Background: an optimization exercise with open tools, aiming at small area, a short achievable clock period and few clock cycles per item. Do not read the settings as production practice. In this exercise RTL edits were held to simulation tests only and were not proved equivalent to the original. Power and IR drop assume default switching activity.

==> flow/flow/run.sh <==
#!/bin/bash
# Layout flow: the standard synthesis, then the standard ORFS steps with
# two changes in how the layout is made:
#   - timing repair aims for a larger setup slack (SETUP_SLACK_MARGIN),
#   - the port buffers are buf_2 cells instead of the default pick.
# Each tool's output goes to a log file of its own in this folder.
set -euo pipefail
W=$(pwd)
MARGIN=${MARGIN:-7}

# standard synthesis, unchanged
bash standard.sh synth > synth.log 2>&1

# remaining steps
make -C "$FLOW_HOME" DESIGN_CONFIG="$FLOW_CONFIG" WORK_HOME="$W/orfs" \
  CLKGATE_MAP_FILE= SYNTH_SCRIPT="$W/synth_recipe.tcl" \
  SETUP_SLACK_MARGIN=$MARGIN \
  "BUFFER_PORTS_ARGS=-buffer_cell sky130_fd_sc_hd__buf_2" \
  finish > layout.log 2>&1

R="$W/orfs/results/$FLOW_PLATFORM/RV32I/base"
: # left out here: write the final layout as DEF
==> flow/standard.sh <==
#!/bin/bash
# synth_recipe.tcl (not shown) runs the flow's synth.tcl, then flattens the netlist and writes it again
# the make line also repeats each setting of config.mk as NAME=value (left out here)
make -C /OpenROAD-flow-scripts/flow DESIGN_CONFIG=/design/flow/config.mk WORK_HOME=/design/flow/orfs CLKGATE_MAP_FILE= SYNTH_SCRIPT=/design/flow/synth_recipe.tcl "${@:-finish}"
==> flow/config.mk <==
export PLATFORM = sky130hd
export DESIGN_NAME = RV32I
export DESIGN_NICKNAME = RV32I
export VERILOG_FILES = /design/flow/design.v
export SDC_FILE = /design/flow/constraint.sdc
export NUM_CORES = 8
export LEC_CHECK = 0
export CAP_MARGIN = 20
export CORE_MARGIN = 2
export CORE_UTILIZATION = 40
export CTS_BUF_LIST = sky130_fd_sc_hd__clkbuf_4 sky130_fd_sc_hd__clkbuf_8
export SLEW_MARGIN = 20
==> flow/constraint.sdc <==
create_clock -name core_clock -period 11.0 [get_ports {clk}]
set_input_delay 2.2000 -clock core_clock [delete_from_list [all_inputs] [get_ports {clk}]]
set_output_delay 2.2000 -clock core_clock [all_outputs]
set_load 0.01 [all_outputs]
==> flow/design.v <==
`timescale 1ns / 1ps
module RV32I(
    input         clk,
    input         rst,
    output [31:0] imem_addr,
    input  [31:0] imem_rdata,
    output [31:0] dmem_addr,
    output        dmem_re,
    output        dmem_we,
    output [3:0]  dmem_wstrb,
    output [31:0] dmem_wdata,
    input  [31:0] dmem_rdata,
    output        wb_valid,
    output [4:0]  wb_rd,
    output [31:0] wb_data
    );
    reg  [31:0] pc_f;
    reg         kill_e;
    reg  [31:0] a_e, b_e, t_e;
    reg  [12:0] i_e;
    reg  [4:0]  rd_e;
    reg         wen_e, ld_e, st_e, br_e, p_e, jmp_e, sub_e;
    reg  [2:0]  f3_e;
    reg         s_add_e, s_lt_e, s_ltu_e, s_xor_e, s_or_e, s_and_e,
                s_sll_e, s_sr_e, s_sra_e, s_t_e;
    reg  [31:0] m_res, m_wdata;
    reg  [4:0]  m_rd;
    reg         m_wen, m_ld, m_re, m_we;
    reg  [3:0]  m_wstrb;
    reg  [2:0]  m_f3;
    reg  [31:0] l_res;
    reg  [4:0]  l_rd;
    reg         l_wen, l_ld;
    reg  [2:0]  l_f3;
    reg  [1:0]  l_alo;
    reg  [31:0] w_data;
    reg  [4:0]  w_rd;
    reg         w_wen;
    reg  [32*32-1:32] rfv;      
    assign imem_addr  = pc_f;
    assign dmem_addr  = m_res;
    assign dmem_re    = m_re;
    assign dmem_we    = m_we;
    assign dmem_wstrb = m_wstrb;
    assign dmem_wdata = m_wdata;
    assign wb_valid   = w_wen;
    assign wb_rd      = w_rd;
    assign wb_data    = w_data;
    wire [31:0] opa = a_e;
    wire [31:0] opb = b_e;
    wire [31:0] opt = t_e;
    wire [32:0] sum33 = {1'b0, opa} + {1'b0, opb ^ {32{sub_e}}} + {32'b0, sub_e};
    wire [31:0] sum = sum33[31:0];
    wire        ltu = ~sum33[32];
    wire        lt  = ltu ^ opa[31] ^ opb[31];
    wire        eq  = (opa == opb);
    wire [31:0] tadd = t_e + {{19{i_e[12]}}, i_e};
    reg  [31:0] sh_in, shl;
    integer k;
    always @(*) begin
        for (k = 0; k < 32; k = k + 1)
            sh_in[k] = s_sll_e ? opa[31-k] : opa[k];
    end
    wire [32:0] sh33 = $signed({s_sra_e & opa[31], sh_in}) >>> opb[4:0];
    wire [31:0] shr  = sh33[31:0];
    always @(*) begin
        for (k = 0; k < 32; k = k + 1)
            shl[k] = shr[31-k];
    end
    wire [31:0] res =
          ({32{s_add_e}} & sum)
        | ({32{s_lt_e}}  & {31'b0, lt})
        | ({32{s_ltu_e}} & {31'b0, ltu})
        | ({32{s_xor_e}} & (opa ^ opb))
        | ({32{s_or_e}}  & (opa | opb))
        | ({32{s_and_e}} & (opa & opb))
        | ({32{s_sll_e}} & shl)
        | ({32{s_sr_e}}  & shr)
        | ({32{s_t_e}}   & tadd);
    reg taken;
    always @(*) begin
        case (f3_e)
            3'b000:  taken = eq;
            3'b001:  taken = ~eq;
            3'b100:  taken = lt;
            3'b101:  taken = ~lt;
            3'b110:  taken = ltu;
            default: taken = ~ltu;
        endcase
    end
    wire redirect = ~kill_e & (jmp_e | (br_e & (taken ^ p_e)));
    wire [31:0] target = jmp_e ? {sum[31:1], 1'b0} : tadd;
    wire [31:0] st_data = f3_e[1] ? opt :
                          f3_e[0] ? {opt[15:0], opt[15:0]} :
                                    {4{opt[7:0]}};
    wire [3:0]  st_strb = f3_e[1] ? 4'b1111 :
                          f3_e[0] ? (sum[1] ? 4'b1100 : 4'b0011) :
                                    (4'b0001 << sum[1:0]);
    reg  [31:0] ld_val;
    wire [31:0] ld_sh = dmem_rdata >> {l_alo, 3'b000};
    always @(*) begin
        case (l_f3)
            3'b000:  ld_val = {{24{ld_sh[7]}},  ld_sh[7:0]};
            3'b001:  ld_val = {{16{ld_sh[15]}}, ld_sh[15:0]};
            3'b100:  ld_val = {24'b0, ld_sh[7:0]};
            3'b101:  ld_val = {16'b0, ld_sh[15:0]};
            default: ld_val = dmem_rdata;
        endcase
    end
    wire [31:0] l_val = l_ld ? ld_val : l_res;
    wire [31:0] ins = imem_rdata;
    wire [6:0] op  = ins[6:0];
    wire [2:0] f3  = ins[14:12];
    wire [4:0] rs1 = ins[19:15];
    wire [4:0] rs2 = ins[24:20];
    wire [4:0] rd  = ins[11:7];
    wire d_lui   = (op[6:2] == 5'b01101);
    wire d_auipc = (op[6:2] == 5'b00101);
    wire d_jal   = (op[6:2] == 5'b11011);
    wire d_jalr  = (op[6:2] == 5'b11001);
    wire d_br    = (op[6:2] == 5'b11000);
    wire d_ld    = (op[6:2] == 5'b00000);
    wire d_st    = (op[6:2] == 5'b01000);
    wire d_opi   = (op[6:2] == 5'b00100);
    wire d_op    = (op[6:2] == 5'b01100);
    wire d_alu   = d_op | d_opi;
    wire d_wen   = (d_lui | d_auipc | d_jal | d_jalr | d_ld | d_alu) & (rd != 5'd0);
    wire use1    = ~(d_lui | d_auipc | d_jal);
    wire use2    = d_op | d_br;           
    wire use2t   = d_st;                  
    wire [31:0] imm_i = {{20{ins[31]}}, ins[31:20]};
    wire [31:0] imm_s = {{20{ins[31]}}, ins[31:25], ins[11:7]};
    wire [31:0] imm_u = {ins[31:12], 12'b0};
    wire [31:0] imm_j = {{12{ins[31]}}, ins[19:12], ins[20], ins[30:21], 1'b0};
    wire [12:0] imm_b = {ins[31], ins[7], ins[30:25], ins[11:8], 1'b0};
    wire        d_bp  = d_br & ins[31];
    wire [13:0] bp_lo = {1'b0, pc_f[12:0]} + {1'b0, imm_b};
    wire [18:0] pc_hm = pc_f[31:13] - 19'd1;
    wire [31:0] bp_tgt = {bp_lo[13] ? pc_f[31:13] : pc_hm, bp_lo[12:0]};
    wire [31:0] imm   = d_st ? imm_s :
                        (d_lui | d_auipc) ? imm_u :
                        d_jal ? imm_j : imm_i;
    reg  [31:0] rf1, rf2;
    integer j;
    always @(*) begin
        rf1 = 32'd0;
        rf2 = 32'd0;
        for (j = 1; j < 32; j = j + 1) begin
            rf1 = rf1 | ({32{rs1 == j[4:0]}} & rfv[32*j +: 32]);
            rf2 = rf2 | ({32{rs2 == j[4:0]}} & rfv[32*j +: 32]);
        end
    end
    wire hz1   = use1 & m_ld & m_wen & (m_rd == rs1);
    wire hz2   = (use2 | use2t) & m_ld & m_wen & (m_rd == rs2);
    wire stall = hz1 | hz2;
    wire e_wen = wen_e & ~kill_e;
    wire a_m = use1 & e_wen & (rd_e == rs1);
    wire a_l = use1 & m_wen & (m_rd == rs1);
    wire a_w = use1 & l_wen & (l_rd == rs1);
    wire b_m = use2 & e_wen & (rd_e == rs2);
    wire b_l = use2 & m_wen & (m_rd == rs2);
    wire b_w = use2 & l_wen & (l_rd == rs2);
    wire t_m = use2t & e_wen & (rd_e == rs2);
    wire t_l = use2t & m_wen & (m_rd == rs2);
    wire t_w = use2t & l_wen & (l_rd == rs2);
    always @(posedge clk) begin
        if (rst)
            pc_f <= 32'd0;
        else if (redirect)
            pc_f <= target;
        else if (!stall)
            pc_f <= d_bp ? bp_tgt : pc_f + 32'd4;
        kill_e <= ~rst & redirect;
        if (rst || stall) begin
            wen_e <= 1'b0;
            ld_e  <= 1'b0;
            st_e  <= 1'b0;
            br_e  <= 1'b0;
            p_e   <= 1'b0;
            jmp_e <= 1'b0;
        end else begin
            wen_e <= d_wen;
            ld_e  <= d_ld;
            st_e  <= d_st;
            br_e  <= d_br;
            p_e   <= d_bp;
            jmp_e <= d_jal | d_jalr;
        end
        a_e   <= ({32{a_m}} & res) | ({32{~a_m & a_l}} & m_res) |
                 ({32{~a_m & ~a_l & a_w}} & l_val) |
                 ({32{~a_m & ~a_l & ~a_w}} &
                  ((d_jal | d_auipc) ? pc_f : d_lui ? 32'd0 : rf1));
        b_e   <= ({32{b_m}} & res) | ({32{~b_m & b_l}} & m_res) |
                 ({32{~b_m & ~b_l & b_w}} & l_val) |
                 ({32{~b_m & ~b_l & ~b_w}} & (use2 ? rf2 : imm));
        t_e   <= ({32{t_m}} & res) | ({32{~t_m & t_l}} & m_res) |
                 ({32{~t_m & ~t_l & t_w}} & l_val) |
                 ({32{~t_m & ~t_l & ~t_w}} & (d_st ? rf2 : pc_f));
        i_e   <= (d_br & ~d_bp) ? imm_b : 13'd4;
        rd_e  <= rd;
        f3_e  <= f3;
        sub_e <= d_br | (d_alu & (f3 == 3'b010 || f3 == 3'b011)) |
                 (d_op & (f3 == 3'b000) & ins[30]);
        s_add_e <= (~d_alu & ~d_jal & ~d_jalr) | (d_alu & (f3 == 3'b000));
        s_lt_e  <= d_alu & (f3 == 3'b010);
        s_ltu_e <= d_alu & (f3 == 3'b011);
        s_xor_e <= d_alu & (f3 == 3'b100);
        s_or_e  <= d_alu & (f3 == 3'b110);
        s_and_e <= d_alu & (f3 == 3'b111);
        s_sll_e <= d_alu & (f3 == 3'b001);
        s_sr_e  <= d_alu & (f3 == 3'b101);
        s_sra_e <= ins[30] & (f3 == 3'b101);
        s_t_e   <= d_jal | d_jalr;
        if (rst) begin
            m_wen <= 1'b0;
            m_ld  <= 1'b0;
            m_re  <= 1'b0;
            m_we  <= 1'b0;
        end else begin
            m_wen <= e_wen;
            m_ld  <= ld_e & ~kill_e;
            m_re  <= ld_e & ~kill_e;
            m_we  <= st_e & ~kill_e;
        end
        m_res   <= res;
        m_rd    <= rd_e;
        m_f3    <= f3_e;
        m_wdata <= st_data;
        m_wstrb <= st_strb;
        l_wen <= ~rst & m_wen;
        l_ld  <= m_ld;
        l_res <= m_res;
        l_rd  <= m_rd;
        l_f3  <= m_f3;
        l_alo <= m_res[1:0];
        w_wen  <= ~rst & l_wen;
        w_rd   <= l_rd;
        w_data <= l_val;
    end
    integer i;
    always @(posedge clk) begin
        for (i = 1; i < 32; i = i + 1)
            if (rst || (l_wen && l_rd == i[4:0]))
                rfv[32*i +: 32] <= rst ? 32'd0 : l_val;
    end
endmodule
==> results.txt <==
CTS Buffer Depth=3; worst setup path category=input pin to register; max incr delay on CP=0.89 ns; CP endpoint kind=register; Die Area=0.163 sq mm; DP Area=0.0688 sq mm; Critical-path top delay cell=a222oi_1; vias in the first global route=56200; CP Data Arrival Time=5.14 ns; Worst-path clk slew=0.06 ns; Seq/Total Area, Yosys=56.9%; grt ovf=0; Worst Clk Skew=0.108 ns; met3 Use GR=20.7%; total power=15.9 mW; Power per Cell Area=198 mW/mm^2; CTS Buf Count=216; P&R area growth vs syn=25.6%; fin nets=6303; static leakage=30.2 nW; Sw Ratio=35.8%; Setup violations, final=0; grt met2 use=61.1%; final core utilization=50.6%; Post-synth top flop=edfxtp_1; gpl congestion=1.05; Total Routed Length=370 mm; post-DR wirelength/cell=44.2 microns; CP bufs+invs=4; syn nets=5760; Fin. Hold Viols=0; # IOs=206; Synth Register Bits=1317; Synth Warn #=1; gr busiest metal=met2; RR Startpoint=a_e[19]; pin count of the biggest net entering global routing=54; hpwl dp=219 mm; detailed-route via count=62400; ys async rst share=0%; synth unique cells=94; Root Driver=clkbuf_8; worst reg-to-reg setup slack=6.80 ns; PortBufs=203; Worst Tran Pin Value=1.33 ns; Final period util=39.4%; layout cell share with drive strength beyond 1=27.6%; most used cells in the layout excluding fill and tap cells=992 x edfxtp_1, 833 x a22oi_1, 490 x nand2_1, 324 x buf_4, 277 x dfxtp_1; area of the core=0.158 sq mm; mapped cell area=0.0638 sq mm; mean cell area of the mapped netlist=11.5 sq um; latest clock arrival within the worst-skew pair=1.05 ns; f_max=231 MHz; WP data required=11.80 ns; RSZ-0062 raised after global routing=yes; Seq pwr share=47.1%; Final Max Slew Viols=0; status=complete, no violations; Sink Count=1317; max_cap viols=0; Die Height=403 microns; ANT nets after route=0; crit path from=imem_rdata[22]; Total Routing Usage GR=43.1%; Initial Utilization=40.3%; cell area after layout=0.0801 sq mm; internal power=10.2 mW; Worst slew margin=10.7%; crit-path cells=buf_16, nand3b_1, buf_4, buf_4, nor2_4, buf_6, a22oi_2, and4_1, nand4_1, or3_4, nand2_2, nand2_2, a222oi_1, nand2_1; worst hold slack=0.329 ns; Vias/cell=7.45; FILL cells=13600; met1 Track Usage GR=48.4%; final routed DRC violation total=0; num rows=146; VDD IR max=151 uV; CP startpoint kind=input pin; largest delay contributor family on the critical path=simple AND/OR/NAND/NOR gates; Comb power frac=23.8%; Die W=403 microns; hold buffers post-CTS=0; Synth Instances=5551; # H-tree levels=4; Hold Crit Class=register to register; CTS tree=yes; EDFF count, synth=992; min-delay src=m_f3[1]; setup_tns=0 ns; commonest non-fill, non-tap cell in the layout=edfxtp_1; initial DRC count=15300; reported net switching power=5.69 mW; CP max FO=9; initial antenna violation count=26; post-layout min period=4.34 ns; Clk pwr share=29.1%; DR pass1 iterations=14; global-route wire length before repair=479 mm
==> metal layers <==
metal | part of all wire [%] | wire length [microns]
met1 | 31 | 115000
met2 | 40 | 148000
met3 | 17 | 63300
met4 | 12 | 43300
met5 | 0.15 | 562
==> worst paths after layout <==
kind | end | cells after the start
worst max-delay path | t_e[1] | 14
worst min-delay path | l_f3[1] | 0
worst max register to register | pc_f[3] | 11
worst min register to register | l_f3[1] | 0
==> sequential cells by signal, summed over array words and instances (netlist names), 3 cells and up <==
name / cells
a_e: 32
b_e: 32
f3_e: 3
i_e: 12
l_f3: 3
l_rd: 5
l_res: 31
m_f3: 3
m_rd: 5
m_res: 32
m_wdata: 32
m_wstrb: 4
pc_f: 32
rd_e: 5
rfv: 992
t_e: 32
w_data: 32
w_rd: 5
==> logic make-up after synthesis <==
logic type | after synthesis | share of synthesized area (%)
AOI/OAI and AO/OA | 1849 | 21.3
and+or+nand+nor | 1418 | 10.6
DFF | 1317 | 56.9
buffers and inverters | 533 | 3.33
xor gates and xnor gates | 150 | 2.06
adders and majority gates | 143 | 2.84
muxes | 140 | 2.96
other | 1 | 0.00588
==> cell type report <==
cell class                      instances  area, sq um  share of cell area (%)
Sequential cell                      1317        36400                    45.4
Tap cell                             2072         2590                    3.24
Clock buffer                          303         3720                    4.64
Antenna cell                           23         57.6                  0.0719
Timing Repair inverter                  1         5.00                 0.00625
Clock inverter                         99          853                    1.07
Timing Repair Buffer                  726         7260                    9.07
Inverter                              129          492                   0.614
Multi-Input combinational cell       3703        28700                    35.9
==> through the flow <==
| stage | std cells | setup slack [ns] |
|---|---|---|
| floorplan | 5551 | 6.64 |
| global placement | 7608 | 4.57 |
| detailed placement | 7609 | 4.53 |
| CTS | 8203 | 6.93 |
| global route | 8353 | 6.79 |
| finish | 8373 | 6.66 |
==> worst reg2reg max path: cells and delay by family (launching register included) <==
family,cells,cell delay (ns)
adder cells (fa/ha/maj),1,0.35
buffers and inverters,1,0.11
AND/OR/NAND/NOR,5,1.70
flip-flops,1,0.76
AO/OA/AOI/OAI,3,0.96
XOR/XNOR,1,0.11
==> synthesized netlist by cell type, types with 20 or more instances <==
library cell  number  share of area [%]
edfxtp_1         992                 47
a22oi_1          884                 10
nand2_1          512                3.0
dfxtp_1          325                 10
nor2_1           283                1.7
clkbuf_1         277                1.6
a21oi_1          199                1.6
o21ai_0          186                1.5
ha_1             140                2.7
inv_1            126               0.74
nand3_1          119               0.93
a222oi_1         111                1.7
nor3_1           111               0.87
nand4_1           95               0.93
xor2_1            83                1.1
a211oi_1          75               0.88
buf_1             73               0.43
mux2i_1           70                1.1
xnor2_1           67               0.92
a221oi_1          53               0.73
and3_1            52               0.51
a21o_1            50               0.59
nor4_1            48               0.47
buf_2             44               0.35
and2_1            37               0.36
mux2_2            35               0.62
mux4_2            32                1.1
nand2b_1          32               0.31
o21bai_1          30               0.35
a31oi_1           28               0.27
o211ai_1          28               0.33
nor2b_1           26               0.26
a22o_1            24               0.33
and4_1            20               0.27
or4_1             20               0.24
==> power by group through the flow <==
stage                     Sequential (mW)  Combinational, mW  Clock [mW]
after floorplan                      7.14               1.65           0
after global placement               7.47               3.15           0
after detailed placement             7.47               3.16           0
after CTS                            7.39               3.37        4.59
after global routing                 7.50               3.81        4.81
final                                7.48               3.77        4.62
==> timing repair <==
item	4_1_cts	5_1_grt
pin swaps	98	138
buffers inserted	174	117
hold endpoints to repair	0	0
cloned	18	18
gates resized for setup	437	275
endpoints found under the setup margin	475	119
Testbench counts, summed over its fixed seeds: cycles 81,095, instrs 73,713.

## port drivers added, routing unchanged
In the flow no input, the clock included, has a driving cell. The finished layout below was timed again as built, in two steps.
Step 1 assumes that a clkbuf_16 drives the clock port and a buf_2 every other input.
Step 2 also shifts input and output timing later by t, the mid clock arrival at the registers, as if the neighbouring blocks saw the same clock.
Slacks: ideal / step 1 / step 2; pairs: ideal / step 1.
t, ns: 1.080
slack for setup (ns): 6.665 / 6.596 / 5.515
hold slack, ns: 0.329 / 0.329 / 0.329
After both steps setup and hold are still met in this run. For this run, drivers alone change the setup slack by -0.069 ns; drivers and shift together by -1.150 ns.
